Background: an optimization exercise with open tools, aiming at small area. Do not read the settings as production practice. The RTL was checked by simulation tests, not by an equivalence proof against the original design. No activity file was given, so power comes from the tool's default toggle rates.

==> flow/design.v, too long to show whole: its modules and the start of the top module <==
// module convolution: 8263 lines
// module FA: 4 lines
// module HA: 4 lines
module convolution #(parameter BW1=16, BW2=16)
  (input iCLK, iRSTn, iWren,
   input signed [7:0] iX,
   input [7:0] iWeight,
   input [4:0] iADDR,
   output signed [BW2-1:0] oPsum);
  // ...
==> flow/run.sh <==
#!/bin/bash
# synth_recipe.tcl (not shown) runs the flow's synth.tcl, then flattens the netlist and writes it again
# the make line also repeats each setting of config.mk as NAME=value (left out here)
make -C /OpenROAD-flow-scripts/flow DESIGN_CONFIG=/design/flow/config.mk WORK_HOME=/design/flow/orfs CLKGATE_MAP_FILE= SYNTH_SCRIPT=/design/flow/synth_recipe.tcl finish
==> flow/config.mk <==
export PLATFORM = sky130hd
export DESIGN_NAME = convolution
export DESIGN_NICKNAME = convolution
export VERILOG_FILES = /design/flow/design.v
export SDC_FILE = /design/flow/constraint.sdc
export NUM_CORES = 4
export LEC_CHECK = 0
export CAP_MARGIN = 20
export CORE_MARGIN = 2
export CORE_UTILIZATION = 40
export SLEW_MARGIN = 20
export SYNTH_HIERARCHICAL = 1
==> flow/constraint.sdc <==
create_clock -name core_clock -period 6.0 [get_ports {iCLK}]
set_input_delay 1.2000 -clock core_clock [delete_from_list [all_inputs] [get_ports {iCLK}]]
set_output_delay 1.2000 -clock core_clock [all_outputs]
set_load 0.01 [all_outputs]
==> metrics.yaml, run 1 <==
status: "no timing/DRC/antenna violations"
wl_met2_mm: 94.4
cp_num_buf_inv: 0
grtUsageMet3_pct: 4.66
worstMarginPinSlew_ns: 1.12
syn-num-nets: 7290
grt_pass1_wl_mm: 305
clock_sinks: 1339
via_per_inst: 5.23
yosysMostFrequentCell: "fa_1"
track_usage_pct: 22.1
clkbuf_count: 180
ctsLongestPathBuffers: 3
grt_pass1_vias: 47631
worstPathArrival_ns: 6.45
dr.pass1.iters: 6
final_layout_size_suffix_gt1_share_pct: 11.2
routed_wirelength_mm: 201
setup_tns_ns: 0
nets: 7135
layout_common_cells: "fa_1, nand2_1, dfxtp_1"
path_depth: 13
synth-seq-cells: 1339
std_cell_rows: 157
timing.rr.end: "CS5_10_0"
fin_skew_ns: 0.0428
synthAdderAreaFrac_pct: 42.4
yosysSeqAreaShare_pct: 38.3
design.seq.count: 1339
ctsHoldBuffers: 0
antenna_cells: 7
drtIter0Drc: 3750
placed_cell_area_um2: 76500
final_util_pct: 44.3
setup_violations: 0
ctsRootBufferMaster: "clkbuf_16"
synth_xor_area_share_pct: 0.661
worstSetupPathType: "reg -> reg"
cts_resized: 1
==> inputs of run 2 (changes only) <==
--- a/flow/design.v
+++ b/flow/design.v
@@ -1893,17 +1893,17 @@
 assign r2_n1346 = r2_s1231 ^ r2_n1328;
 assign r2_n1347 = r2_s1234 ^ r2_n1329;
 assign r2_n1348 = r2_s1237 ^ r2_n1330;
 assign r2_n1349 = r2_s1240 ^ r2_n1331;
 assign r2_n1350 = r2_n1243 ^ r2_n1332;
 assign r2_n1351 = r2_n1244 ^ r2_n1333;
 assign r2_n1352 = r2_s1245 ^ r2_n1334;
 wire [15:0] sv2 = sat18(~{r2_n1352, r2_n1351, r2_n1350, r2_n1349, r2_n1348, r2_n1347, r2_n1346, r2_n1345, r2_n1344, r2_n1343, r2_n1342, r2_n1341, r2_n1340, r2_n1339, r2_n1338, r2_n1337, r2_n1336, r2_n1335});
-wire [15:0] si2 = {sv2[15], ~sv2[14:0]};
+wire [15:0] si2 = iRSTn ? {sv2[15], ~sv2[14:0]} : 16'h7fff;
 wire r2_n1353;
 wire r2_n1354;
 wire r2_n1355;
 wire r2_n1356;
 wire r2_n1357;
 wire r2_n1358;
 wire r2_n1359;
 wire r2_n1360;
@@ -3184,76 +3184,46 @@
 reg CS2_13_1;
 reg CS2_14_0;
 reg CS2_14_1;
 reg CS2_15_0;
 reg CS2_15_1;
 reg CS2_16_0;
 reg CS2_17_0;
 reg CS2_17_1;
-always @(posedge iCLK or negedge iRSTn)
-  if (!iRSTn) begin
-    CS2_0_0 <= 1'b1;
-    CS2_0_1 <= 1'b1;
-    CS2_1_0 <= 1'b1;
-    CS2_2_0 <= 1'b1;
-    CS2_2_1 <= 1'b1;
-    CS2_3_0 <= 1'b1;
-    CS2_4_0 <= 1'b1;
-    CS2_5_0 <= 1'b1;
-    CS2_6_0 <= 1'b1;
-    CS2_7_0 <= 1'b1;
-    CS2_8_0 <= 1'b1;
-    CS2_8_1 <= 1'b1;
-    CS2_9_0 <= 1'b1;
-    CS2_9_1 <= 1'b1;
-    CS2_10_0 <= 1'b1;
-    CS2_11_0 <= 1'b1;
-    CS2_11_1 <= 1'b1;
-    CS2_12_0 <= 1'b1;
-    CS2_12_1 <= 1'b1;
-    CS2_13_0 <= 1'b1;
-    CS2_13_1 <= 1'b1;
-    CS2_14_0 <= 1'b1;
-    CS2_14_1 <= 1'b1;
-    CS2_15_0 <= 1'b1;
-    CS2_15_1 <= 1'b1;
-    CS2_16_0 <= 1'b1;
-    CS2_17_0 <= 1'b1;
-    CS2_17_1 <= 1'b1;
-  end else begin
-    CS2_0_0 <= si2[0];
-    CS2_0_1 <= r2_s1676;
-    CS2_1_0 <= r2_s1694;
-    CS2_2_0 <= r2_c1695;
-    CS2_2_1 <= r2_s1724;
-    CS2_3_0 <= r2_s1769;
-    CS2_4_0 <= r2_s1829;
-    CS2_5_0 <= r2_s1904;
-    CS2_6_0 <= r2_s1994;
-    CS2_7_0 <= r2_s2099;
-    CS2_8_0 <= r2_c2100;
-    CS2_8_1 <= r2_s2204;
-    CS2_9_0 <= r2_c2205;
-    CS2_9_1 <= r2_s2300;
-    CS2_10_0 <= r2_s2387;
-    CS2_11_0 <= r2_c2388;
-    CS2_11_1 <= r2_s2459;
-    CS2_12_0 <= r2_c2460;
-    CS2_12_1 <= r2_s2516;
-    CS2_13_0 <= r2_c2517;
-    CS2_13_1 <= r2_s2558;
-    CS2_14_0 <= r2_c2559;
-    CS2_14_1 <= r2_s2585;
-    CS2_15_0 <= r2_c2586;
-    CS2_15_1 <= r2_s2597;
-    CS2_16_0 <= r2_s2603;
-    CS2_17_0 <= r2_c2601;
-    CS2_17_1 <= r2_c2604;
-  end
+always @(posedge iCLK) begin
+  CS2_0_0 <= si2[0];
+  CS2_0_1 <= r2_s1676;
+  CS2_1_0 <= r2_s1694;
+  CS2_2_0 <= r2_c1695;
+  CS2_2_1 <= r2_s1724;
+  CS2_3_0 <= r2_s1769;
+  CS2_4_0 <= r2_s1829;
+  CS2_5_0 <= r2_s1904;
+  CS2_6_0 <= r2_s1994;
+  CS2_7_0 <= r2_s2099;
+  CS2_8_0 <= r2_c2100;
+  CS2_8_1 <= r2_s2204;
+  CS2_9_0 <= r2_c2205;
+  CS2_9_1 <= r2_s2300;
+  CS2_10_0 <= r2_s2387;
+  CS2_11_0 <= r2_c2388;
+  CS2_11_1 <= r2_s2459;
+  CS2_12_0 <= r2_c2460;
+  CS2_12_1 <= r2_s2516;
+  CS2_13_0 <= r2_c2517;
+  CS2_13_1 <= r2_s2558;
+  CS2_14_0 <= r2_c2559;
+  CS2_14_1 <= r2_s2585;
+  CS2_15_0 <= r2_c2586;
+  CS2_15_1 <= r2_s2597;
+  CS2_16_0 <= r2_s2603;
+  CS2_17_0 <= r2_c2601;
+  CS2_17_1 <= r2_c2604;
+end
 wire r3_s2606, r3_c2607;
 wire r3_n2609;
 wire r3_s2610, r3_c2611;
 wire r3_n2613;
 wire r3_n2614;
 wire r3_n2615;
 wire r3_n2616;
 wire r3_n2617;
@@ -3491,17 +3461,17 @@
 assign r3_n2742 = r3_s2625 ^ r3_n2724;
 assign r3_n2743 = r3_s2628 ^ r3_n2725;
 assign r3_n2744 = r3_s2631 ^ r3_n2726;
 assign r3_n2745 = r3_s2634 ^ r3_n2727;
 assign r3_n2746 = r3_s2637 ^ r3_n2728;
 assign r3_n2747 = r3_n2640 ^ r3_n2729;
 assign r3_n2748 = r3_s2641 ^ r3_n2730;
 wire [15:0] sv3 = sat18(~{r3_n2748, r3_n2747, r3_n2746, r3_n2745, r3_n2744, r3_n2743, r3_n2742, r3_n2741, r3_n2740, r3_n2739, r3_n2738, r3_n2737, r3_n2736, r3_n2735, r3_n2734, r3_n2733, r3_n2732, r3_n2731});
-wire [15:0] si3 = {sv3[15], ~sv3[14:0]};
+wire [15:0] si3 = iRSTn ? {sv3[15], ~sv3[14:0]} : 16'h7fff;
 wire r3_n2749;
 wire r3_n2750;
 wire r3_n2751;
 wire r3_n2752;
 wire r3_n2753;
 wire r3_n2754;
 wire r3_n2755;
 wire r3_n2756;
@@ -4782,76 +4752,46 @@
 reg CS3_13_1;
 reg CS3_14_0;
 reg CS3_14_1;
 reg CS3_15_0;
 reg CS3_15_1;
 reg CS3_16_0;
 reg CS3_17_0;
 reg CS3_17_1;
-always @(posedge iCLK or negedge iRSTn)
-  if (!iRSTn) begin
-    CS3_0_0 <= 1'b1;
-    CS3_0_1 <= 1'b1;
-    CS3_1_0 <= 1'b1;
-    CS3_2_0 <= 1'b1;
-    CS3_2_1 <= 1'b1;
-    CS3_3_0 <= 1'b1;
-    CS3_4_0 <= 1'b1;
-    CS3_5_0 <= 1'b1;
-    CS3_6_0 <= 1'b1;
-    CS3_7_0 <= 1'b1;
-    CS3_8_0 <= 1'b1;
-    CS3_8_1 <= 1'b1;
-    CS3_9_0 <= 1'b1;
-    CS3_9_1 <= 1'b1;
-    CS3_10_0 <= 1'b1;
-    CS3_11_0 <= 1'b1;
-    CS3_11_1 <= 1'b1;
-    CS3_12_0 <= 1'b1;
-    CS3_12_1 <= 1'b1;
-    CS3_13_0 <= 1'b1;
-    CS3_13_1 <= 1'b1;
-    CS3_14_0 <= 1'b1;
-    CS3_14_1 <= 1'b1;
-    CS3_15_0 <= 1'b1;
-    CS3_15_1 <= 1'b1;
-    CS3_16_0 <= 1'b1;
-    CS3_17_0 <= 1'b1;
-    CS3_17_1 <= 1'b1;
-  end else begin
-    CS3_0_0 <= si3[0];
-    CS3_0_1 <= r3_s3072;
-    CS3_1_0 <= r3_s3090;
-    CS3_2_0 <= r3_c3091;
-    CS3_2_1 <= r3_s3120;
-    CS3_3_0 <= r3_s3165;
-    CS3_4_0 <= r3_s3225;
-    CS3_5_0 <= r3_s3300;
-    CS3_6_0 <= r3_s3390;
-    CS3_7_0 <= r3_s3495;
-    CS3_8_0 <= r3_c3496;
-    CS3_8_1 <= r3_s3600;
-    CS3_9_0 <= r3_c3601;
-    CS3_9_1 <= r3_s3696;
-    CS3_10_0 <= r3_s3783;
-    CS3_11_0 <= r3_c3784;
-    CS3_11_1 <= r3_s3855;
-    CS3_12_0 <= r3_c3856;
-    CS3_12_1 <= r3_s3912;
-    CS3_13_0 <= r3_c3913;
-    CS3_13_1 <= r3_s3954;
-    CS3_14_0 <= r3_c3955;
-    CS3_14_1 <= r3_s3981;
-    CS3_15_0 <= r3_c3982;
-    CS3_15_1 <= r3_s3993;
-    CS3_16_0 <= r3_s3999;
-    CS3_17_0 <= r3_c3997;
-    CS3_17_1 <= r3_c4000;
-  end
+always @(posedge iCLK) begin
+  CS3_0_0 <= si3[0];
+  CS3_0_1 <= r3_s3072;
+  CS3_1_0 <= r3_s3090;
+  CS3_2_0 <= r3_c3091;
+  CS3_2_1 <= r3_s3120;
+  CS3_3_0 <= r3_s3165;
+  CS3_4_0 <= r3_s3225;
+  CS3_5_0 <= r3_s3300;
+  CS3_6_0 <= r3_s3390;
+  CS3_7_0 <= r3_s3495;
+  CS3_8_0 <= r3_c3496;
+  CS3_8_1 <= r3_s3600;
+  CS3_9_0 <= r3_c3601;
+  CS3_9_1 <= r3_s3696;
+  CS3_10_0 <= r3_s3783;
+  CS3_11_0 <= r3_c3784;
+  CS3_11_1 <= r3_s3855;
+  CS3_12_0 <= r3_c3856;
+  CS3_12_1 <= r3_s3912;
+  CS3_13_0 <= r3_c3913;
+  CS3_13_1 <= r3_s3954;
+  CS3_14_0 <= r3_c3955;
+  CS3_14_1 <= r3_s3981;
+  CS3_15_0 <= r3_c3982;
+  CS3_15_1 <= r3_s3993;
+  CS3_16_0 <= r3_s3999;
+  CS3_17_0 <= r3_c3997;
+  CS3_17_1 <= r3_c4000;
+end
 wire r4_s4002, r4_c4003;
 wire r4_n4005;
 wire r4_s4006, r4_c4007;
 wire r4_n4009;
 wire r4_n4010;
 wire r4_n4011;
 wire r4_n4012;
 wire r4_n4013;
@@ -5089,17 +5029,17 @@
 assign r4_n4138 = r4_s4021 ^ r4_n4120;
 assign r4_n4139 = r4_s4024 ^ r4_n4121;
 assign r4_n4140 = r4_s4027 ^ r4_n4122;
 assign r4_n4141 = r4_s4030 ^ r4_n4123;
 assign r4_n4142 = r4_s4033 ^ r4_n4124;
 assign r4_n4143 = r4_n4036 ^ r4_n4125;
 assign r4_n4144 = r4_s4037 ^ r4_n4126;
 wire [15:0] sv4 = sat18(~{r4_n4144, r4_n4143, r4_n4142, r4_n4141, r4_n4140, r4_n4139, r4_n4138, r4_n4137, r4_n4136, r4_n4135, r4_n4134, r4_n4133, r4_n4132, r4_n4131, r4_n4130, r4_n4129, r4_n4128, r4_n4127});
-wire [15:0] si4 = {sv4[15], ~sv4[14:0]};
+wire [15:0] si4 = iRSTn ? {sv4[15], ~sv4[14:0]} : 16'h7fff;
 wire r4_n4145;
 wire r4_n4146;
 wire r4_n4147;
 wire r4_n4148;
 wire r4_n4149;
 wire r4_n4150;
 wire r4_n4151;
 wire r4_n4152;
@@ -6380,76 +6320,46 @@
 reg CS4_13_1;
 reg CS4_14_0;
 reg CS4_14_1;
 reg CS4_15_0;
 reg CS4_15_1;
 reg CS4_16_0;
 reg CS4_17_0;
 reg CS4_17_1;
-always @(posedge iCLK or negedge iRSTn)
-  if (!iRSTn) begin
-    CS4_0_0 <= 1'b1;
-    CS4_0_1 <= 1'b1;
-    CS4_1_0 <= 1'b1;
-    CS4_2_0 <= 1'b1;
-    CS4_2_1 <= 1'b1;
-    CS4_3_0 <= 1'b1;
-    CS4_4_0 <= 1'b1;
-    CS4_5_0 <= 1'b1;
-    CS4_6_0 <= 1'b1;
-    CS4_7_0 <= 1'b1;
-    CS4_8_0 <= 1'b1;
-    CS4_8_1 <= 1'b1;
-    CS4_9_0 <= 1'b1;
-    CS4_9_1 <= 1'b1;
-    CS4_10_0 <= 1'b1;
-    CS4_11_0 <= 1'b1;
-    CS4_11_1 <= 1'b1;
-    CS4_12_0 <= 1'b1;
-    CS4_12_1 <= 1'b1;
-    CS4_13_0 <= 1'b1;
-    CS4_13_1 <= 1'b1;
-    CS4_14_0 <= 1'b1;
-    CS4_14_1 <= 1'b1;
-    CS4_15_0 <= 1'b1;
-    CS4_15_1 <= 1'b1;
-    CS4_16_0 <= 1'b1;
-    CS4_17_0 <= 1'b1;
-    CS4_17_1 <= 1'b1;
-  end else begin
-    CS4_0_0 <= si4[0];
-    CS4_0_1 <= r4_s4468;
-    CS4_1_0 <= r4_s4486;
-    CS4_2_0 <= r4_c4487;
-    CS4_2_1 <= r4_s4516;
-    CS4_3_0 <= r4_s4561;
-    CS4_4_0 <= r4_s4621;
-    CS4_5_0 <= r4_s4696;
-    CS4_6_0 <= r4_s4786;
-    CS4_7_0 <= r4_s4891;
-    CS4_8_0 <= r4_c4892;
-    CS4_8_1 <= r4_s4996;
-    CS4_9_0 <= r4_c4997;
-    CS4_9_1 <= r4_s5092;
-    CS4_10_0 <= r4_s5179;
-    CS4_11_0 <= r4_c5180;
-    CS4_11_1 <= r4_s5251;
-    CS4_12_0 <= r4_c5252;
-    CS4_12_1 <= r4_s5308;
-    CS4_13_0 <= r4_c5309;
-    CS4_13_1 <= r4_s5350;
-    CS4_14_0 <= r4_c5351;
-    CS4_14_1 <= r4_s5377;
-    CS4_15_0 <= r4_c5378;
-    CS4_15_1 <= r4_s5389;
-    CS4_16_0 <= r4_s5395;
-    CS4_17_0 <= r4_c5393;
-    CS4_17_1 <= r4_c5396;
-  end
+always @(posedge iCLK) begin
+  CS4_0_0 <= si4[0];
+  CS4_0_1 <= r4_s4468;
+  CS4_1_0 <= r4_s4486;
+  CS4_2_0 <= r4_c4487;
+  CS4_2_1 <= r4_s4516;
+  CS4_3_0 <= r4_s4561;
+  CS4_4_0 <= r4_s4621;
+  CS4_5_0 <= r4_s4696;
+  CS4_6_0 <= r4_s4786;
+  CS4_7_0 <= r4_s4891;
+  CS4_8_0 <= r4_c4892;
+  CS4_8_1 <= r4_s4996;
+  CS4_9_0 <= r4_c4997;
+  CS4_9_1 <= r4_s5092;
+  CS4_10_0 <= r4_s5179;
+  CS4_11_0 <= r4_c5180;
+  CS4_11_1 <= r4_s5251;
+  CS4_12_0 <= r4_c5252;
+  CS4_12_1 <= r4_s5308;
+  CS4_13_0 <= r4_c5309;
+  CS4_13_1 <= r4_s5350;
+  CS4_14_0 <= r4_c5351;
+  CS4_14_1 <= r4_s5377;
+  CS4_15_0 <= r4_c5378;
+  CS4_15_1 <= r4_s5389;
+  CS4_16_0 <= r4_s5395;
+  CS4_17_0 <= r4_c5393;
+  CS4_17_1 <= r4_c5396;
+end
 wire r5_s5398, r5_c5399;
 wire r5_n5401;
 wire r5_s5402, r5_c5403;
 wire r5_n5405;
 wire r5_n5406;
 wire r5_n5407;
 wire r5_n5408;
 wire r5_n5409;
@@ -6687,17 +6597,17 @@
 assign r5_n5534 = r5_s5417 ^ r5_n5516;
 assign r5_n5535 = r5_s5420 ^ r5_n5517;
 assign r5_n5536 = r5_s5423 ^ r5_n5518;
 assign r5_n5537 = r5_s5426 ^ r5_n5519;
 assign r5_n5538 = r5_s5429 ^ r5_n5520;
 assign r5_n5539 = r5_n5432 ^ r5_n5521;
 assign r5_n5540 = r5_s5433 ^ r5_n5522;
 wire [15:0] sv5 = sat18(~{r5_n5540, r5_n5539, r5_n5538, r5_n5537, r5_n5536, r5_n5535, r5_n5534, r5_n5533, r5_n5532, r5_n5531, r5_n5530, r5_n5529, r5_n5528, r5_n5527, r5_n5526, r5_n5525, r5_n5524, r5_n5523});
-wire [15:0] si5 = {sv5[15], ~sv5[14:0]};
+wire [15:0] si5 = iRSTn ? {sv5[15], ~sv5[14:0]} : 16'h7fff;
 wire r5_n5541;
 wire r5_n5542;
 wire r5_n5543;
 wire r5_n5544;
 wire r5_n5545;
 wire r5_n5546;
 wire r5_n5547;
 wire r5_n5548;
==> metrics.yaml, run 2 <==
status: "no timing/DRC/antenna violations"
gp_congestion: 0.985
placed_cell_area_um2: 75100  # -1.8%
ys_types: 59
fin_skew_ns: 0.0506  # +0.00786 ns
dp_hpwl_mm: 158
max_freq_mhz: 177
worstPathArrival_ns: 6.33  # -0.12 ns
finalCriticalPeriod_ns: 5.65
worstReg2RegStart: "CS3_0_0"
r2r_slack_ns: 0.35
ctsLongestPathBuffers: 3  # unchanged
irDropWorstVdd_v: 0.00107
syn_area_per_cell_um2: 13.1
track_usage_pct: 23.4  # +1.2 points
insertion_delay_ns: 0.81
cap_viol_max_count: 0
yosysMostFrequentCell: "fa_1"
setup_tns_ns: 0  # unchanged
cts_tree: "yes"
synth_ff_type: "dfxtp_1"
final_layout_size_suffix_gt1_share_pct: 10.1  # -1.1 points
grt_max_degree: 63
setup_violations: 0  # unchanged
post_cts_buffers: 0
floorplan.initialDensity_pct: 40.2
drtIter0Drc: 3736  # -0.37%
routed_wirelength_mm: 208  # +3.4%
yosysSeqAreaShare_pct: 38.4  # +0.071 points
hold_path.class: "in -> async"
syn_area_um2: 72500
synth-seq-cells: 1339  # unchanged
hold_viol: 0
fp.dieH_um: 430
vias: 41648
worstMarginPinSlew_ns: 1.17  # +0.0573 ns
power.density_nw_per_um2: 499
via_per_inst: 5.26  # +0.61%
syn_to_final_growth_pct: 10.4
ant_nets: 0
core_area_um2: 180000
reg2reg_depth: 14
synthTopCellsByArea: "fa_1, dfxtp_1, dfrtp_1"
cp-start-kind: "flop"
grt-ovfl-total: 0
end_kind: "flop"
rsz0062_at_grt: "false"
worstSetupPathType: "reg -> reg"
crit_fanout: 15
layout.cells.non_filler: 7920
grt_pass1_wl_mm: 313  # +2.8%
ctsHoldBuffers: 0  # unchanged
grt_pass1_vias: 46656  # -2.0%
synth-edff-count: 0
numCtsBuffers: 137
ys_top_cells_by_count: "fa_1, nand2_1, dfxtp_1"
final_common_cell: "fa_1"
io_pins: 40
crit_required_ns: 6.67
die_x_um: 430
synth.yosys.warnings: 7
relSlewSlack_pct: 21.4
ctsRootBufferMaster: "clkbuf_16"
wire_per_inst_um: 26.3
io_buffers: 39
layout_common_cells: "fa_1, nand2_1, dfxtp_1"
clock_sinks: 1339  # unchanged
final_area_um2: 80000
std_cell_rows: 156  # -0.64%
timing.rr.end: "CS4_7_0"
antenna_found_initial: 11
power_w: 0.0399
drc_errors: 0
clk_pin_slew_worst_paths_ns: 0.06
synth.largest_area_cell: "fa_1"
synthArstFlopShare_pct: 14.9
dp.cells: 7667
nets: 7050  # -1.2%
period_share_pct: 94.2
worstSetupStartpoint: "CS3_0_0"
slew_violations: 0
dieArea_um2: 185000
h-tree-depth: 4
dr.pass1.iters: 5  # -1
cts_resized: 0  # -1
postSynthCellCount: 5551
yosysTopAreaCellShare_pct: 42.1
syn-num-nets: 7165  # -1.7%
p_leak_nw: 26.3
nFillCells: 16324
-- run 2: kinds of logic (layout without fill, tap and decap cells) --
logic type               after synthesis  count (layout)  synth area share, %
XOR/XNOR                              58              58                0.701
adder cells (fa/ha/maj)             1590            1590                 43.3
AND/OR/NAND/NOR                     1776            1776                 10.7
buffers and inverters                410             403                 2.15
multiplexers                         203             203                 3.15
AO/OA/AOI/OAI                        175             175                 1.64
flip-flops                          1339            1339                 38.4
other                                  0               6                    0
-- run 2: how the worst max path moves through the flow --
stage	end	slack, ns	depth (start not counted)
2_1_floorplan	CS3_7_0	0.67	16
3_3_place_gp	CS5_7_0	0.40	15
3_5_place_dp	CS4_7_0	0.43	15
4_1_cts	CS4_7_0	0.40	15
5_1_grt	CS4_7_0	0.07	15
6_report	CS4_7_0	0.35	14
-- run 2: where the power goes --
group          internal [W]  leakage [nW]  switching [W]
registers            0.0101          11.9        0.00137
clock network       0.00515          2.35        0.00377
logic               0.00914          12.0         0.0103
total                0.0244          26.3         0.0155
-- run 2: critical path: stages, from the launching register on --
cell and delay, ns:
dfxtp_1 0.30, ha_1 0.34, o31a_1 0.30, nor3_1 0.48, o211ai_1 0.23, a31oi_1 0.31, o22ai_1 0.13, a221o_1 0.31
buf_4 0.19, a31oi_1 0.54, fa_1 0.55, fa_1 0.54, fa_1 0.45, fa_1 0.41, fa_1 0.44
-- run 2: through the flow --
step / utilization (%) / hold WS, ns / worst slack (ns)
final: 44.3 / 0.240 / 0.346
after global routing: 44.3 / 0.200 / 0.0723
after CTS: 44.3 / 0.180 / 0.403
after detailed placement: 41.6 / 0.312 / 0.426
after global placement: 41.6 / 0.310 / 0.398
after floorplan: - / 0.310 / 0.675
-- run 2: final cells by class --
cell class | instances | area [um2] | area share, %
antenna | 6 | 15.0 | 0.0188
clock buffer | 184 | 3900 | 4.87
clock inverter | 63 | 950 | 1.19
inverter | 15 | 56.3 | 0.0704
multi-input combinational | 3802 | 43100 | 53.9
sequential | 1339 | 27800 | 34.8
tap | 2370 | 2970 | 3.71
timing repair buffer | 141 | 1160 | 1.45
-- run 2: Yosys stat by module (local to each module, per instance) --
module | flip-flops and latches | cells inside | copies in the design | area (um2)
convolution | 1339 | 3961 | 1 | 41100
FA | 0 | 1 | 1525 | 20.0
HA | 0 | 1 | 65 | 12.5
-- run 2: per-layer routing --
metal  global-route usage, %  wire [um]  up-vias  share of wire [%]
li1                        -          -    16840                  -
met1                    31.5      85800    22182                 41
met2                    35.9      94000     2096                 45
met3                    5.52      17700      528                8.5
met4                    10.5      10600        2                5.1
met5                       0         13        -             0.0062
==> inputs of run 3 (changes only) <==
==> flow/flow/run.sh (new file) <==
#!/bin/bash
set -euo pipefail
export CTS_ARGS="-sink_clustering_enable -repair_clock_nets -dont_use_dummy_load -buf_list sky130_fd_sc_hd__clkbuf_8 -sink_clustering_size 14 -sink_clustering_max_diameter 60"
bash standard.sh > flow_standard.log 2>&1
==> flow/standard.sh (new file) <==
#!/bin/bash
# synth_recipe.tcl (not shown) runs the flow's synth.tcl, then flattens the netlist and writes it again
# the make line also repeats each setting of config.mk as NAME=value (left out here)
make -C /OpenROAD-flow-scripts/flow DESIGN_CONFIG=/design/flow/config.mk WORK_HOME=/design/flow/orfs CLKGATE_MAP_FILE= SYNTH_SCRIPT=/design/flow/synth_recipe.tcl "${@:-finish}"
removed: flow/run.sh
==> metrics.yaml, run 3 <==
synthTopCellsByArea: "fa_1, dfxtp_1, dfrtp_1"
crit_required_ns: 6.76  # +0.09 ns
ys_top_cells_by_count: "fa_1, nand2_1, dfxtp_1"
dr.pass1.iters: 6  # +1
cp_num_buf_inv: 1  # unchanged
cts_resized: 0  # unchanged
via_per_inst: 5.27  # +0.23%
worstSetupPathType: "reg -> reg"
max_freq_mhz: 176  # -0.42%
syn_area_um2: 72500  # unchanged
grt_max_degree: 63  # unchanged
slowest_delay_ns: 0.55  # about the same
p_seq_share_pct: 32.1  # +3.3 points
std_cell_rows: 156  # unchanged
yosysTopAreaCellShare_pct: 42.1  # unchanged
rsz0062_at_grt: "false"
wire_per_inst_um: 26.5  # +0.90%
crit_chain: "ha_1, o31a_1, nor3_1, o211ai_1, a31oi_1, o22ai_1, a221o_1, buf_4, a31oi_1, fa_1, fa_1, fa_1, fa_1, fa_1"
path_common_cell: "fa_1"
grt_pass1_vias: 46308  # -0.75%
grt_pass1_wl_mm: 311  # -0.78%
synthArstFlopShare_pct: 14.9  # unchanged
clock_sinks: 1339  # unchanged
swShare_pct: 40.6  # +1.8 points
cts_tree: "yes"
p_leak_nw: 24.9  # -5.2%
final_layout_size_suffix_gt1_share_pct: 8.60  # -1.5 points
hold_path.class: "in -> async"
die_x_um: 430  # unchanged
p_comb_share_pct: 54.3  # +5.4 points
antenna_found_initial: 13  # +2
vias: 41160  # -1.2%
floorplan.initialDensity_pct: 40.2  # unchanged
postSynthCellCount: 5551  # unchanged
h-tree-depth: 4  # unchanged
io_buffers: 39  # unchanged
dp_slack_ns: 0.426  # unchanged
track_usage_pct: 23.2  # -0.17 points
synth.yosys.warnings: 7  # unchanged
io_pins: 40  # unchanged
drc_errors: 0  # unchanged
relSlewSlack_pct: 24.0  # +2.6 points
cap_viol_max_count: 0  # unchanged
ctsRootBufferMaster: "clkbuf_8"
clockPowerShare_pct: 13.6  # -8.8 points
post_cts_buffers: 0  # unchanged
cp-start-kind: "flop"
power.density_nw_per_um2: 464  # -7.1%
routed_wirelength_mm: 207  # -0.51%
nFillCells: 16605  # +1.7%
synth-seq-cells: 1339  # unchanged
layout_common_cells: "fa_1, nand2_1, dfxtp_1"
yosysMostFrequentCell: "fa_1"
syn_to_final_growth_pct: 6.23
gp_congestion: 0.985  # unchanged
drtIter0Drc: 3443  # -7.8%
synth_ff_type: "dfxtp_1"
grt-ovfl-total: 0  # unchanged
ys_types: 59  # unchanged
setup_tns_ns: 0  # unchanged
dp.cells: 7667  # unchanged
period_share_pct: 94.6  # +0.40 points
syn-num-nets: 7165  # unchanged
core_area_um2: 180000  # unchanged
numCtsBuffers: 135  # -1.5%
worstPathArrival_ns: 6.43  # +0.10 ns
fp.dieH_um: 430  # unchanged
dieArea_um2: 185000  # unchanged
final_common_cell: "fa_1"
hold_viol: 0  # unchanged
yosysSeqAreaShare_pct: 38.4  # unchanged
dp_hpwl_mm: 158  # unchanged
setup_violations: 0  # unchanged
synth-edff-count: 0  # unchanged
nets: 7048  # -0.028%
switching_power_w: 0.0145  # -6.5%
slew_violations: 0  # unchanged
irDropWorstVdd_v: 0.00104  # -2.8%
worstMarginPinSlew_ns: 1.13  # -0.0388 ns
insertion_delay_ns: 0.89  # +0.08 ns
syn_area_per_cell_um2: 13.1  # unchanged
intPower_w: 0.0212  # -13%
layout.cells.non_filler: 7809  # -1.4%
status: "no timing/DRC/antenna violations"
setup_slack_ns: 0.323  # -0.0239 ns
crit_family: "adder cells"
hold-worst-slack_ns: 0.145  # -0.0941 ns
ctsLongestPathBuffers: 3  # unchanged
clk_pin_slew_worst_paths_ns: 0.09  # +0.03 ns
finalCriticalPeriod_ns: 5.68  # +0.0239 ns
fin_skew_ns: 0.0973  # +0.0467 ns
synth.largest_area_cell: "fa_1"
ctsHoldBuffers: 0  # unchanged
crit_fanout: 15  # unchanged
crit_slowest_cell: "fa_1"
end_kind: "flop"
ant_nets: 0  # unchanged
[run 3: worst reg2reg max path, delay by kind of cell (launching register included)]
kind | cells | cell delay [ns]
AOI/OAI and AO/OA | 6 | 1.84
and+or+nand+nor | 1 | 0.48
adders and majority gates | 6 | 2.73
DFF | 1 | 0.31
buffers and inverters | 1 | 0.19
[run 3: metrics by stage]
step / power [W] / utilization, % / instance area, um2
floorplan: 0.0242 / - / 72500
global placement: 0.0314 / 41.6 / 75100
detailed placement: 0.0310 / 41.6 / 75100
CTS: 0.0364 / 42.7 / 77000
global route: 0.0394 / 42.7 / 77000
finish: 0.0357 / 42.7 / 77000
[run 3: routing by layer]
metal,track usage (%),vias up,wire [um]
li1,-,16716,-
met1,31.3,21859,85400
met2,35.5,2051,93000
met3,5.25,532,17400
met4,11.1,2,11200
met5,0,-,13
[run 3: cell type report]
class / count / area [um2] / area share, %
multi-input cells: 3802 / 43100 / 56.0
flip-flops and latches: 1339 / 27800 / 36.1
well taps: 2370 / 2970 / 3.85
clock buffers: 135 / 1860 / 2.41
repair buffers: 141 / 1160 / 1.51
inverters: 15 / 56.3 / 0.0731
diodes: 7 / 17.5 / 0.0228
[run 3: power groups by stage]
stage,logic (W),clock network (W),registers [W]
floorplan,0.0137,0,0.0105
global placement,0.0198,0,0.0116
detailed placement,0.0194,0,0.0116
CTS,0.0200,0.00505,0.0114
global route,0.0225,0.00535,0.0115
finish,0.0194,0.00484,0.0115
[run 3: modules after synthesis, one instance, submodules excluded]
module,cells,area [um2]
HA,1,12.5
FA,1,20.0
convolution,3961,41100
[run 3: cells by family (layout without fill, tap and decap cells)]
group / count (synthesis) / after routing / synth area share (%)
buffers and inverters: 410 / 291 / 2.15
AO/OA/AOI/OAI: 175 / 175 / 1.64
AND/OR/NAND/NOR: 1776 / 1776 / 10.7
other: 0 / 7 / 0
adder cells (fa/ha/maj): 1590 / 1590 / 43.3
multiplexers: 203 / 203 / 3.15
flip-flops: 1339 / 1339 / 38.4
XOR/XNOR: 58 / 58 / 0.701
[run 3: final timing paths]
path | endpoint | slack, ns | start | cells after the start
max in group asynchronous | W2[3] | 4.69 | iRSTn | 2
max | CS4_7_0 | 0.32 | CS3_0_0 | 14
min | W19[5] | 0.15 | iRSTn | 1
min in group core_clock | P67[3] | 0.29 | P66[3] | 0
max reg2reg | CS4_7_0 | 0.32 | CS3_0_0 | 14
min reg2reg | P67[3] | 0.29 | P66[3] | 0
==> inputs of run 4 (changes only) <==
--- a/flow/config.mk
+++ b/flow/config.mk
@@ -5,8 +5,8 @@
 export SDC_FILE = /design/flow/constraint.sdc
 export NUM_CORES = 4
 export LEC_CHECK = 0
-export CAP_MARGIN = 20
+export CAP_MARGIN = 0
 export CORE_MARGIN = 2
 export CORE_UTILIZATION = 40
-export SLEW_MARGIN = 20
+export SLEW_MARGIN = 0
 export SYNTH_HIERARCHICAL = 1
==> metrics.yaml, run 4 <==
synth_top_family_by_area: "adder cells"
crit_chain: "ha_1, o31a_1, nor3_1, o211ai_1, a31oi_1, o22ai_1, a221o_1, buf_4, a31oi_1, fa_1, fa_1, fa_1, fa_1, fa_1"
nets: 7048  # unchanged
yosysMostFrequentCell: "fa_1"
synth_mux_area_share_pct: 3.15  # unchanged
post_cts_buffers: 0  # unchanged
synthTopCellsByArea: "fa_1, dfxtp_1, dfrtp_1"
syn_area_per_cell_um2: 13.1  # unchanged
placed_cell_area_um2: 75100  # unchanged
cp_num_buf_inv: 1  # unchanged
std_cell_rows: 156  # unchanged
io_buffers: 39  # unchanged
ys_types: 59  # unchanged
numCtsBuffers: 135  # unchanged
gp_congestion: 0.985  # unchanged
die_x_um: 430  # unchanged
reg2reg_depth: 14  # unchanged
hold_viol: 0  # unchanged
antenna_found_initial: 13  # unchanged
rsz0062_at_grt: "false"
p_leak_nw: 24.9  # unchanged
ant_nets: 0  # unchanged
dp_hpwl_mm: 158  # unchanged
cts_resized: 0  # unchanged
cts_tree: "yes"
vias: 41160  # unchanged
crit_family: "adder cells"
yosysTopAreaCellShare_pct: 42.1  # unchanged
final_common_cell: "fa_1"
final_area_um2: 77000  # unchanged
syn_to_final_growth_pct: 6.23  # unchanged
synth_xor_area_share_pct: 0.701  # unchanged
hold-worst-slack_ns: 0.145  # unchanged
crit_required_ns: 6.76  # about the same
end_kind: "flop"
r2r_slack_ns: 0.32  # about the same
h-tree-depth: 4  # unchanged
synth.largest_area_cell: "fa_1"
power.density_nw_per_um2: 464  # unchanged
ys_top_cells_by_count: "fa_1, nand2_1, dfxtp_1"
insertion_delay_ns: 0.89  # about the same
timing.rr.end: "CS4_7_0"
grt-ovfl-total: 0  # unchanged
wire_per_inst_um: 26.5  # unchanged
setup_tns_ns: 0  # unchanged
fp.dieH_um: 430  # unchanged
synth_ff_type: "dfxtp_1"
synth-edff-count: 0  # unchanged
core_area_um2: 180000  # unchanged
grt_pass1_wl_mm: 311  # unchanged
io_pins: 40  # unchanged
cp-start-kind: "flop"
clock_sinks: 1339  # unchanged
worstSetupPathType: "reg -> reg"
synth-seq-cells: 1339  # unchanged
fin_skew_ns: 0.0973  # unchanged
irDropWorstVdd_v: 0.00104  # unchanged
postSynthCellCount: 5551  # unchanged
ctsRootBufferMaster: "clkbuf_8"
max_freq_mhz: 176  # unchanged
ctsHoldBuffers: 0  # unchanged
synth-simple-area-share_pct: 10.7  # unchanged
worstReg2RegStart: "CS3_0_0"
slowest_delay_ns: 0.55  # about the same
period_share_pct: 94.6  # unchanged
syn-num-nets: 7165  # unchanged
hold_path.class: "in -> async"
worstMarginPinSlew_ns: 1.13  # unchanged
finalCriticalPeriod_ns: 5.68  # unchanged
synth_compound_area_share_pct: 1.64  # unchanged
relSlewSlack_pct: 24.0  # unchanged
dr.pass1.iters: 6  # unchanged
grt_max_degree: 63  # unchanged
status: "no timing/DRC/antenna violations"
clk_pin_slew_worst_paths_ns: 0.09  # about the same
synth.yosys.warnings: 7  # unchanged
layout_common_cells: "fa_1, nand2_1, dfxtp_1"
setup_violations: 0  # unchanged
slew_violations: 0  # unchanged
routed_wirelength_mm: 207  # unchanged
syn_area_um2: 72500  # unchanged
cap_viol_max_count: 0  # unchanged
drc_errors: 0  # unchanged
crit_fanout: 15  # unchanged
grt_pass1_vias: 46308  # unchanged
via_per_inst: 5.27  # unchanged
ctsLongestPathBuffers: 3  # unchanged
synthArstFlopShare_pct: 14.9  # unchanged
dieArea_um2: 185000  # unchanged
synthAdderAreaFrac_pct: 43.3  # unchanged
crit_slowest_cell: "fa_1"
path_common_cell: "fa_1"
yosysSeqAreaShare_pct: 38.4  # unchanged
track_usage_pct: 23.2  # unchanged
drtIter0Drc: 3443  # unchanged
floorplan.initialDensity_pct: 40.2  # unchanged
final_layout_size_suffix_gt1_share_pct: 8.60  # unchanged
worstPathArrival_ns: 6.43  # about the same
-- run 4: cell counts after synthesis --
No cell type changed its count.
-- run 4: worst max path at each step --
stage | start | to | cells past startpoint
after global placement | CS4_0_0 | CS5_7_0 | 15
after CTS | CS3_0_0 | CS4_7_0 | 15
after detailed placement | CS3_0_0 | CS4_7_0 | 15
after global routing | CS3_0_0 | CS4_7_0 | 15
after floorplan | CS2_0_0 | CS3_7_0 | 16
final | CS3_0_0 | CS4_7_0 | 14
-- run 4: cell families after synthesis --
| family | Yosys count |
|---|---|
| DFF | 1339 |
| AOI/OAI and AO/OA | 175 |
| muxes | 203 |
| adders and majority gates | 1590 |
| buffers and inverters | 410 |
| xor gates and xnor gates | 58 |
| and+or+nand+nor | 1776 |
-- run 4: layer usage --
layer	global-route usage, %	part of all wire (%)	wire (um)	up-vias
li1	-	-	-	16716
met2	35.5	45	93000	2051
met3	5.25	8.4	17400	532
met5	0	0.0063	13	-
met4	11.1	5.4	11200	2
met1	31.3	41	85400	21859
-- run 4: metrics by stage --
stage                     setup WS [ns]  util [%]  std cells  total power (W)
after detailed placement          0.426      41.6       7667           0.0310
after global placement            0.398      41.6       7667           0.0314
after floorplan                   0.675         -       5551           0.0242
final                             0.323      42.7       7809           0.0357
after global routing             0.0589      42.7       7805           0.0394
after CTS                         0.385      42.7       7802           0.0364
-- run 4: cell type report --
cell class	count	area [um2]
repair buffers	141	1160
inverters	15	56.3
well taps	2370	2970
clock buffers	135	1860
multi-input cells	3802	43100
fillers	16605	103000
flip-flops and latches	1339	27800
diodes	7	17.5
-- run 4: per-module statistics from Yosys, one instance, submodules excluded --
module       flip-flops and latches  area (um2)
convolution                    1339       41100
FA                                0        20.0
HA                                0        12.5
-- run 4: power breakdown --
| group | switching (W) | internal [W] |
|---|---|---|
| clock | 0.00284 | 0.00200 |
| combinational | 0.0103 | 0.00910 |
| sequential | 0.00137 | 0.0101 |
| total | 0.0145 | 0.0212 |
==> inputs of run 5 (changes only) <==
==> flow/flow/run.sh (replaced) <==
#!/bin/bash
set -euo pipefail
export CTS_ARGS="-sink_clustering_enable -repair_clock_nets -dont_use_dummy_load -buf_list sky130_fd_sc_hd__clkbuf_8 -sink_clustering_size 18 -sink_clustering_max_diameter 45"
bash standard.sh > flow_standard.log 2>&1
--- a/flow/config.mk
+++ b/flow/config.mk
@@ -5,8 +5,8 @@
 export SDC_FILE = /design/flow/constraint.sdc
 export NUM_CORES = 4
 export LEC_CHECK = 0
-export CAP_MARGIN = 0
+export CAP_MARGIN = 20
 export CORE_MARGIN = 2
 export CORE_UTILIZATION = 40
-export SLEW_MARGIN = 0
+export SLEW_MARGIN = 20
 export SYNTH_HIERARCHICAL = 1
==> metrics.yaml, run 5 <==
insertion_delay_ns: 0.93  # +0.04 ns
synthAdderAreaFrac_pct: 43.3  # unchanged
drc_errors: 0  # unchanged
dieArea_um2: 185000  # unchanged
p_seq_share_pct: 32.0  # about the same
ys_top_cells_by_count: "fa_1, nand2_1, dfxtp_1"
ant_nets: 0  # unchanged
worstPathArrival_ns: 6.42  # about the same
cts_tree: "yes"
cap_viol_max_count: 0  # unchanged
via_per_inst: 5.28  # about the same
vias: 41272  # +0.27%
drtIter0Drc: 3425  # -0.52%
multi_input_area_um2: 43100  # unchanged
track_usage_pct: 23.2  # about the same
rsz0062_at_grt: "false"
routed_wirelength_mm: 207  # about the same
syn_area_per_cell_um2: 13.1  # unchanged
synth-seq-cells: 1339  # unchanged
end_kind: "flop"
core_area_um2: 180000  # unchanged
yosysMostFrequentCell: "fa_1"
clock_sinks: 1339  # unchanged
p_comb_share_pct: 54.1  # -0.2 points
h-tree-depth: 4  # unchanged
layout_common_cells: "fa_1, nand2_1, dfxtp_1"
cp-start-kind: "flop"
fp.dieH_um: 430  # unchanged
worstReg2RegStart: "CS3_0_0"
syn_area_um2: 72500  # unchanged
io_pins: 40  # unchanged
finalCriticalPeriod_ns: 5.64  # -0.0382 ns
synth.largest_area_cell: "fa_1"
setup_violations: 0  # unchanged
grt_pass1_vias: 46420  # +0.24%
grt_max_degree: 63  # unchanged
yosysTopAreaCellShare_pct: 42.1  # unchanged
synth_mux_area_share_pct: 3.15  # unchanged
die_x_um: 430  # unchanged
crit_required_ns: 6.78  # +0.02 ns
power.density_nw_per_um2: 465  # +0.34%
ys_types: 59  # unchanged
ctsRootBufferMaster: "clkbuf_8"
final_layout_size_suffix_gt1_share_pct: 8.76  # +0.17 points
ff_latch_area_um2: 27800  # unchanged
antenna_found_initial: 16  # +3
yosysSeqAreaShare_pct: 38.4  # unchanged
intPower_w: 0.0213  # +0.73%
clk_pin_slew_worst_paths_ns: 0.09  # about the same
worstMarginPinSlew_ns: 1.11  # -0.0259 ns
std_cell_rows: 156  # unchanged
synth_ff_type: "dfxtp_1"
setup_tns_ns: 0  # unchanged
postSynthCellCount: 5551  # unchanged
synth_compound_area_share_pct: 1.64  # unchanged
final_common_cell: "fa_1"
synth-simple-area-share_pct: 10.7  # unchanged
dp_hpwl_mm: 158  # unchanged
synth.yosys.warnings: 7  # unchanged
slew_violations: 0  # unchanged
worstSetupEndpoint: "CS4_7_0"
grt_pass1_wl_mm: 311  # about the same
synth-edff-count: 0  # unchanged
timing.rr.end: "CS4_7_0"
worstSetupStartpoint: "CS3_0_0"
gp_congestion: 0.985  # unchanged
switching_power_w: 0.0145  # +0.28%
relSlewSlack_pct: 25.7  # +1.7 points
p_leak_nw: 25.0  # +0.31%
worstSetupPathType: "reg -> reg"
hold_viol: 0  # unchanged
max_freq_mhz: 177  # +0.68%
swShare_pct: 40.5  # -0.11 points
cts_resized: 0  # unchanged
period_share_pct: 94.0  # -0.64 points
floorplan.initialDensity_pct: 40.2  # unchanged
r2r_slack_ns: 0.36  # +0.04 ns
status: "no timing/DRC/antenna violations"
clockPowerShare_pct: 13.9  # +0.3 points
final_util_pct: 42.8  # +0.087 points
fin_skew_ns: 0.0915  # -0.00580 ns
synthTopCellsByArea: "fa_1, dfxtp_1, dfrtp_1"
grt-ovfl-total: 0  # unchanged
reg2reg_depth: 14  # unchanged
hold_path.class: "reg -> reg"
nets: 7059  # +0.16%
numCtsBuffers: 145  # +7.4%
nFillCells: 16580  # -0.15%
syn_to_final_growth_pct: 6.45
io_buffers: 39  # unchanged
synth_xor_area_share_pct: 0.701  # unchanged
crit_fanout: 15  # unchanged
irDropWorstVdd_v: 0.00102  # -1.2%
ctsLongestPathBuffers: 3  # unchanged
wire_per_inst_um: 26.5  # -0.10%
syn-num-nets: 7165  # unchanged
post_cts_buffers: 0  # unchanged
synth_top_family_by_area: "adder cells"
synthArstFlopShare_pct: 14.9  # unchanged
dr.pass1.iters: 5  # -1
run 5: cell counts after synthesis:
No cell type changed its count.
run 5: timing repair:
action | CTS | global route
endpoints found under the setup margin | 0 | 0
hold buffers | 1 | 0
endpoints found under the hold margin | 3 | 0
run 5: power groups by stage:
stage | combinational (W) | sequential, W | clock [W]
4_1_cts | 0.0200 | 0.0114 | 0.00522
5_1_grt | 0.0225 | 0.0115 | 0.00551
6_report | 0.0194 | 0.0115 | 0.00498
3_5_place_dp | 0.0194 | 0.0116 | 0
3_3_place_gp | 0.0198 | 0.0116 | 0
2_1_floorplan | 0.0137 | 0.0105 | 0
run 5: modules after synthesis, one instance, submodules excluded:
module	flip-flops and latches	copies in the design
convolution	1339	1
FA	0	1525
HA	0	65
run 5: metrics by stage:
step	power (W)	cell area (um2)	instances	setup slack (ns)	hold WS [ns]
floorplan	0.0242	72500	5551	0.675	0.310
global placement	0.0314	75100	7667	0.398	0.310
detailed placement	0.0310	75100	7667	0.426	0.312
CTS	0.0366	77100	7813	0.397	0.267
global route	0.0395	77100	7817	0.0737	0.266
finish	0.0359	77100	7824	0.361	0.271
run 5: routing by layer:
metal	up-vias	GRT usage, %	share of wire (%)
met5	-	0	0.0063
met4	2	11.3	5.4
met1	21967	31.2	41
met2	2015	35.5	45
met3	552	5.37	8.4
li1	16736	-	-
run 5: worst min-delay path by stage:
stage	start	to	slack [ns]	cells past startpoint
6_report	P27[7]	P28[7]	0.27	0
4_1_cts	P27[7]	P28[7]	0.27	0
3_3_place_gp	P23[2]	P24[2]	0.31	0
2_1_floorplan	P99[0]	P100[0]	0.31	0
3_5_place_dp	P112[4]	P113[4]	0.31	0
5_1_grt	P27[7]	P28[7]	0.27	0
run 5: critical path, stage by stage, from the launching register on:
cell	delay, ns
dfxtp_1	0.31
ha_1	0.34
o31a_1	0.30
nor3_1	0.47
o211ai_1	0.23
a31oi_1	0.31
o22ai_1	0.13
a221o_1	0.31
buf_4	0.19
a31oi_1	0.52
fa_1	0.54
fa_1	0.55
fa_1	0.45
fa_1	0.41
fa_1	0.44
run 5: cells by family after synthesis:
group,after synthesis
compound gates,175
xor+xnor,58
fa+ha+maj,1590
buf+inv,410
flops,1339
mux,203
simple gates,1776
run 5: area by class of cell:
cell class | instances | share of cell area [%]
Tap cell | 2370 | 3.84
Sequential cell | 1339 | 36.0
Multi-Input combinational cell | 3802 | 55.9
Inverter | 15 | 0.0730
Timing Repair Buffer | 142 | 1.52
Clock buffer | 145 | 2.59
Antenna cell | 11 | 0.0357
==> inputs of run 6 (changes only) <==
==> flow/flow/run.sh (replaced) <==
#!/bin/bash
set -euo pipefail
export CTS_ARGS="-sink_clustering_enable -repair_clock_nets -dont_use_dummy_load -buf_list sky130_fd_sc_hd__clkbuf_4"
bash standard.sh > flow_standard.log 2>&1
==> metrics.yaml, run 6 <==
drtIter0Drc: 3485  # +1.8%
dr.pass1.iters: 5  # unchanged
holdCritStartpoint: "P116[1]"
crit_required_ns: 7.16  # +0.38 ns
nets: 7262  # +2.9%
worstReg2RegStart: "CS3_0_0"
synth_ff_type: "dfxtp_1"
final_common_cell: "fa_1"
ctsLongestPathBuffers: 4  # +1
worstSetupPathType: "reg -> reg"
irDropWorstVdd_v: 0.00105  # +2.6%
max_freq_mhz: 176  # -0.87%
status: "no timing/DRC/antenna violations"
synthArstFlopShare_pct: 14.9  # unchanged
ys_types: 59  # unchanged
floorplan.initialDensity_pct: 40.2  # unchanged
cts_tree: "yes"
path_common_cell: "fa_1"
top_layer: "met5"
numCtsBuffers: 348  # +140%
setup_violations: 0  # unchanged
ant_nets: 0  # unchanged
post_cts_buffers: 0  # unchanged
vias: 42471  # +2.9%
dp.cells: 7667  # unchanged
setup_slack_ns: 0.311  # -0.0495 ns
final_layout_size_suffix_gt1_share_pct: 12.0  # +3.3 points
std_cell_rows: 156  # unchanged
p_leak_nw: 25.5  # +2.2%
dp_hpwl_mm: 158  # unchanged
dp_slack_ns: 0.426  # unchanged
worstHoldPathCells: 0  # unchanged
slew_violations: 0  # unchanged
layout_common_cells: "fa_1, nand2_1, dfxtp_1"
r2r_slack_ns: 0.31  # -0.05 ns
core_area_um2: 180000  # unchanged
hold_viol: 0  # unchanged
drc_errors: 0  # unchanged
fp.dieH_um: 430  # unchanged
synth-edff-count: 0  # unchanged
io_buffers: 39  # unchanged
die_x_um: 430  # unchanged
layout.cells.non_filler: 8029  # +2.6%
hold_end: "P117[1]"
reg2reg_depth: 14  # unchanged
insertion_delay_ns: 1.38  # +0.45 ns
wl_met2_mm: 94.5  # +1.2%
ys_top_cells_by_count: "fa_1, nand2_1, dfxtp_1"
cp-start-kind: "flop"
io_pins: 40  # unchanged
ctsHoldBuffers: 1  # unchanged
worstPathArrival_ns: 6.84  # +0.42 ns
via_per_inst: 5.29  # +0.28%
crit_fanout: 15  # unchanged
grt-ovfl-total: 0  # unchanged
rsz0062_at_grt: "false"
period_share_pct: 94.8  # +0.83 points
syn_area_um2: 72500  # unchanged
syn_area_per_cell_um2: 13.1  # unchanged
cap_viol_max_count: 0  # unchanged
yosysTopAreaCellShare_pct: 42.1  # unchanged
worstMarginPinSlew_ns: 1.10  # -0.00734 ns
timing.rr.end: "CS4_10_0"
grt_pass1_wl_mm: 316  # +1.6%
grt_max_degree: 63  # unchanged
antenna_found_initial: 16  # unchanged
clock_sinks: 1339  # unchanged
relSlewSlack_pct: 26.2  # +0.49 points
hold_path.class: "reg -> reg"
nFillCells: 16655  # +0.45%
ctsRootBufferMaster: "clkbuf_4"
syn-num-nets: 7165  # unchanged
dieArea_um2: 185000  # unchanged
cts_resized: 0  # unchanged
h-tree-depth: 5  # +1
syn_to_final_growth_pct: 7.31
track_usage_pct: 23.5  # +0.33 points
fin_skew_ns: 0.148  # +0.0563 ns
clk_pin_slew_worst_paths_ns: 0.06  # -0.03 ns
slowest_delay_ns: 0.60  # +0.05 ns
synthTopCellsByArea: "fa_1, dfxtp_1, dfrtp_1"
power.density_nw_per_um2: 472  # +1.5%
synth.largest_area_cell: "fa_1"
synth-seq-cells: 1339  # unchanged
gp_congestion: 0.985  # unchanged
wl_met3_mm: 18.5  # +6.3%
crit_slowest_cell: "a31oi_1"
end_kind: "flop"
postSynthCellCount: 5551  # unchanged
grt_pass1_vias: 48187  # +3.8%
synth.yosys.warnings: 7  # unchanged
wire_per_inst_um: 26.1  # -1.4%
drt-met1-wl_mm: 85.3  # +0.20%
yosysSeqAreaShare_pct: 38.4  # unchanged
finalCriticalPeriod_ns: 5.69  # +0.0495 ns
routed_wirelength_mm: 210  # +1.2%
crit_chain: "ha_1, o31a_1, nor3_1, o211ai_1, a31oi_1, o22ai_1, a221o_1, buf_4, a31oi_1, fa_1, fa_1, fa_1, fa_1, fa_1"
yosysMostFrequentCell: "fa_1"
setup_tns_ns: 0  # unchanged
run 6: cell counts after synthesis:
Identical to the previous run, type by type.
run 6: worst max-delay path by stage:
stage	start	endpoint	depth (start not counted)
2_1_floorplan	CS2_0_0	CS3_7_0	16
3_5_place_dp	CS3_0_0	CS4_7_0	15
3_3_place_gp	CS4_0_0	CS5_7_0	15
5_1_grt	CS3_0_0	CS4_7_0	15
4_1_cts	CS5_0_0	oPsum[14]	10
6_report	CS3_0_0	CS4_10_0	14
run 6: where the power goes:
part           switching (W)  leakage, nW  internal [W]
clock network        0.00318         1.60       0.00263
registers            0.00138         11.9        0.0101
logic                 0.0103         12.0       0.00911
total                 0.0149         25.5        0.0219
run 6: layer usage:
layer  vias up  global-route usage [%]
li1      17251                       -
met1     22439                    31.3
met2      2220                    35.8
met3       559                    6.03
met4         2                    11.7
met5         -                       0
run 6: metrics by stage:
stage	utilization, %	instance area, um2	power [W]	hold WS, ns
after floorplan	-	72500	0.0242	0.310
after global placement	41.6	75100	0.0314	0.310
after detailed placement	41.6	75100	0.0310	0.312
after CTS	43.1	77700	0.0375	0.164
after global routing	43.1	77700	0.0406	0.220
final	43.1	77800	0.0367	0.274
run 6: cell families (layout without fill, tap and decap cells):
logic type	Yosys count	count (layout)	share of synthesized area (%)
other	0	13	0
adders and majority gates	1590	1590	43.3
and+or+nand+nor	1776	1776	10.7
muxes	203	203	3.15
DFF	1339	1339	38.4
xor gates and xnor gates	58	58	0.701
buffers and inverters	410	505	2.15
AOI/OAI and AO/OA	175	175	1.64
run 6: critical path: cells and delay by family (launching register included):
family	cells	cell delay, ns
fa+ha+maj	6	2.66
compound gates	6	1.88
simple gates	1	0.49
flops	1	0.30
buf+inv	1	0.19
run 6: layout make-up:
type / instances / area (um2) / share of cell area [%]
Clock buffer: 348 / 2610 / 3.36
Tap cell: 2370 / 2970 / 3.81
Timing Repair Buffer: 142 / 1170 / 1.51
Antenna cell: 13 / 32.5 / 0.0418
Inverter: 15 / 56.3 / 0.0724
Sequential cell: 1339 / 27800 / 35.8
Multi-Input combinational cell: 3802 / 43100 / 55.4
run 6: modules after synthesis (local to each module, per instance):
module,cells,times used,flip-flops and latches
convolution,3961,1,1339
FA,1,1525,0
HA,1,65,0
==> inputs of run 7 (changes only) <==
==> flow/flow/run.sh (replaced) <==
#!/bin/bash
set -euo pipefail
export CTS_ARGS="-sink_clustering_enable -repair_clock_nets -dont_use_dummy_load -buf_list {sky130_fd_sc_hd__clkbuf_4 sky130_fd_sc_hd__clkbuf_8} -sink_clustering_size 10 -sink_clustering_max_diameter 50"
bash standard.sh > flow_standard.log 2>&1
==> metrics.yaml, run 7 <==
status: "no timing/DRC/antenna violations"
grt_pass1_vias: 46805  # -2.9%
gp_congestion: 0.985  # unchanged
cts_resized: 0  # unchanged
ctsLongestPathBuffers: 3  # -1
end_kind: "flop"
layout.cells.non_filler: 7851  # -2.2%
slew_violations: 0  # unchanged
period_share_pct: 94.2  # -0.64 points
std_cell_rows: 156  # unchanged
dieArea_um2: 185000  # unchanged
dp_hpwl_mm: 158  # unchanged
ctsRootBufferMaster: "clkbuf_8"
rsz0062_at_grt: "false"
max_freq_mhz: 177  # +0.68%
grt_max_degree: 63  # unchanged
clk_pin_slew_worst_paths_ns: 0.07  # about the same
intPower_w: 0.0218  # -0.19%
core_area_um2: 180000  # unchanged
final_layout_size_suffix_gt1_share_pct: 9.28  # -2.8 points
synthArstFlopShare_pct: 14.9  # unchanged
io_pins: 40  # unchanged
p_leak_nw: 25.2  # -1.3%
ant_nets: 0  # unchanged
post_cts_buffers: 0  # unchanged
synth_ff_type: "dfxtp_1"
switching_power_w: 0.0147  # -1.2%
syn_area_per_cell_um2: 13.1  # unchanged
worstSetupPathType: "reg -> reg"
dp.cells: 7667  # unchanged
postSynthCellCount: 5551  # unchanged
clockPowerShare_pct: 15.2  # -0.6 points
worstPathArrival_ns: 6.39  # -0.45 ns
yosysMostFrequentCell: "fa_1"
drt-met1-wl_mm: 85.2  # -0.12%
synth.yosys.warnings: 7  # unchanged
insertion_delay_ns: 0.91  # -0.47 ns
floorplan.initialDensity_pct: 40.2  # unchanged
ctsHoldBuffers: 0  # -1
via_per_inst: 5.27  # -0.28%
yosysSeqAreaShare_pct: 38.4  # unchanged
syn_area_um2: 72500  # unchanged
crit_required_ns: 6.74  # -0.42 ns
fin_skew_ns: 0.0852  # -0.0626 ns
io_buffers: 39  # unchanged
grt-ovfl-total: 0  # unchanged
drc_errors: 0  # unchanged
vias: 41412  # -2.5%
wire_per_inst_um: 26.4  # +1.2%
hold_viol: 0  # unchanged
finalCriticalPeriod_ns: 5.65  # -0.0382 ns
worstMarginPinSlew_ns: 1.12  # +0.0231 ns
top_layer: "met5"
synth-edff-count: 0  # unchanged
grt_pass1_wl_mm: 312  # -1.3%
die_x_um: 430  # unchanged
wl_met3_mm: 17.8  # -4.2%
setup_tns_ns: 0  # unchanged
antenna_found_initial: 16  # unchanged
wl_met2_mm: 93.6  # -0.92%
final_common_cell: "fa_1"
h-tree-depth: 4  # -1
hold-worst-slack_ns: 0.127  # -0.147 ns
track_usage_pct: 23.3  # -0.26 points
relSlewSlack_pct: 24.7  # -1.5 points
yosysTopAreaCellShare_pct: 42.1  # unchanged
dr.pass1.iters: 5  # unchanged
syn_to_final_growth_pct: 7.02
routed_wirelength_mm: 208  # -1.0%
setup_violations: 0  # unchanged
cp-start-kind: "flop"
ys_top_cells_by_count: "fa_1, nand2_1, dfxtp_1"
synth.largest_area_cell: "fa_1"
numCtsBuffers: 176  # -49%
drtIter0Drc: 3640  # +4.4%
p_comb_share_pct: 53.3  # +0.4 points
power.density_nw_per_um2: 470  # -0.33%
cap_viol_max_count: 0  # unchanged
final_util_pct: 43.0  # -0.12 points
clock_sinks: 1339  # unchanged
synth-seq-cells: 1339  # unchanged
cts_tree: "yes"
p_seq_share_pct: 31.5  # +0.2 points
layout_common_cells: "fa_1, nand2_1, dfxtp_1"
ys_types: 59  # unchanged
nets: 7089  # -2.4%
crit_fanout: 15  # unchanged
hold_path.class: "in -> async"
synthTopCellsByArea: "fa_1, dfxtp_1, dfrtp_1"
syn-num-nets: 7165  # unchanged
swShare_pct: 40.2  # -0.25 points
irDropWorstVdd_v: 0.00104  # -0.59%
fp.dieH_um: 430  # unchanged
[run 7: final timing paths]
path | slack [ns] | cells after the start | start | to
setup / recovery | 0.35 | 15 | CS3_0_0 | CS4_7_0
hold / removal | 0.13 | 1 | iRSTn | W19[5]
setup reg to reg | 0.35 | 15 | CS3_0_0 | CS4_7_0
hold reg to reg | 0.27 | 0 | P75[7] | P76[7]
max in group asynchronous | 4.72 | 2 | iRSTn | W3[6]
min in group core_clock | 0.27 | 0 | P75[7] | P76[7]
[run 7: area by class of cell]
cell class / count / area [um2]
inverters: 15 / 56.3
fillers: 16570 / 103000
clock buffers: 176 / 2420
repair buffers: 141 / 1160
diodes: 8 / 20.0
multi-input cells: 3802 / 43100
flip-flops and latches: 1339 / 27800
well taps: 2370 / 2970
[run 7: per-stage QoR]
step	instance area (um2)	total power, W	setup WS (ns)
floorplan	72500	0.0242	0.675
global placement	75100	0.0314	0.398
detailed placement	75100	0.0310	0.426
CTS	77500	0.0372	0.379
global route	77500	0.0401	0.0540
finish	77500	0.0365	0.349
[run 7: critical path, cell delays in order (launching register included)]
cell	delay, ns
dfxtp_1	0.31
ha_1	0.34
o31a_1	0.30
nor3_1	0.49
o211ai_1	0.23
a31oi_1	0.32
o22ai_1	0.13
a221o_1	0.31
buf_4	0.19
a31oi_1	0.31
fa_1	0.50
fa_1	0.45
fa_1	0.41
fa_1	0.40
fa_1	0.38
fa_1	0.45
[run 7: Yosys stat by module, one instance, submodules excluded]
module / cell area (um2) / copies in the design / cells
HA: 12.5 / 65 / 1
convolution: 41100 / 1 / 3961
FA: 20.0 / 1525 / 1
[run 7: kinds of logic (layout without fill, tap and decap cells)]
| family | after synthesis | in the layout | synth area share [%] |
|---|---|---|---|
| adder cells (fa/ha/maj) | 1590 | 1590 | 43.3 |
| multiplexers | 203 | 203 | 3.15 |
| AO/OA/AOI/OAI | 175 | 175 | 1.64 |
| flip-flops | 1339 | 1339 | 38.4 |
| XOR/XNOR | 58 | 58 | 0.701 |
| buffers and inverters | 410 | 332 | 2.15 |
| AND/OR/NAND/NOR | 1776 | 1776 | 10.7 |
| other | 0 | 8 | 0 |
[run 7: power by group through the flow]
stage | Sequential (W) | Combinational, W | Clock, W
after floorplan | 0.0105 | 0.0137 | 0
after global placement | 0.0116 | 0.0198 | 0
after detailed placement | 0.0116 | 0.0194 | 0
after CTS | 0.0114 | 0.0200 | 0.00577
after global routing | 0.0115 | 0.0225 | 0.00611
final | 0.0115 | 0.0195 | 0.00555
[run 7: layer usage]
layer | global-route usage [%] | up-vias
met1 | 31.3 | 22035
met2 | 35.6 | 2060
met4 | 11.3 | 2
li1 | - | 16789
met3 | 5.51 | 526
met5 | 0 | -

-- static timing again, ports no longer ideal --
The flow's constraints put no driver on any port. The routed layouts listed below were extracted and timed again, unchanged, in two steps.
Step 1 assumes that a clkbuf_16 drives the clock port and a buf_2 every other input.
Step 2 also shifts input and output timing later by t, the mid clock arrival at the registers, as if the neighbouring blocks saw the same clock.
a / b / c = ideal ports / drivers / drivers and shift; a / b = the first two.
run	t (ns)	setup slack, ns	hold slack, ns
run 1	0.869	0.239 / 0.239 / 0.239	0.305 / 0.302 / 0.305
run 2	0.871	0.346 / 0.346 / 0.346	0.240 / 0.295 / 0.295
run 3	0.919	0.323 / 0.323 / 0.323	0.145 / 0.285 / 0.290
run 4	0.919	0.323 / 0.323 / 0.323	0.145 / 0.285 / 0.290
run 5	0.951	0.361 / 0.361 / 0.243	0.271 / 0.271 / 0.271
run 6	1.383	0.311 / 0.311 / 0.242	0.274 / 0.217 / 0.274
run 7	0.950	0.349 / 0.349 / 0.349	0.127 / 0.270 / 0.273
After both steps setup and hold are still met in every run listed. For run 5, which loses most, drivers alone change the setup slack by 0.000 ns; drivers and shift together by -0.118 ns.
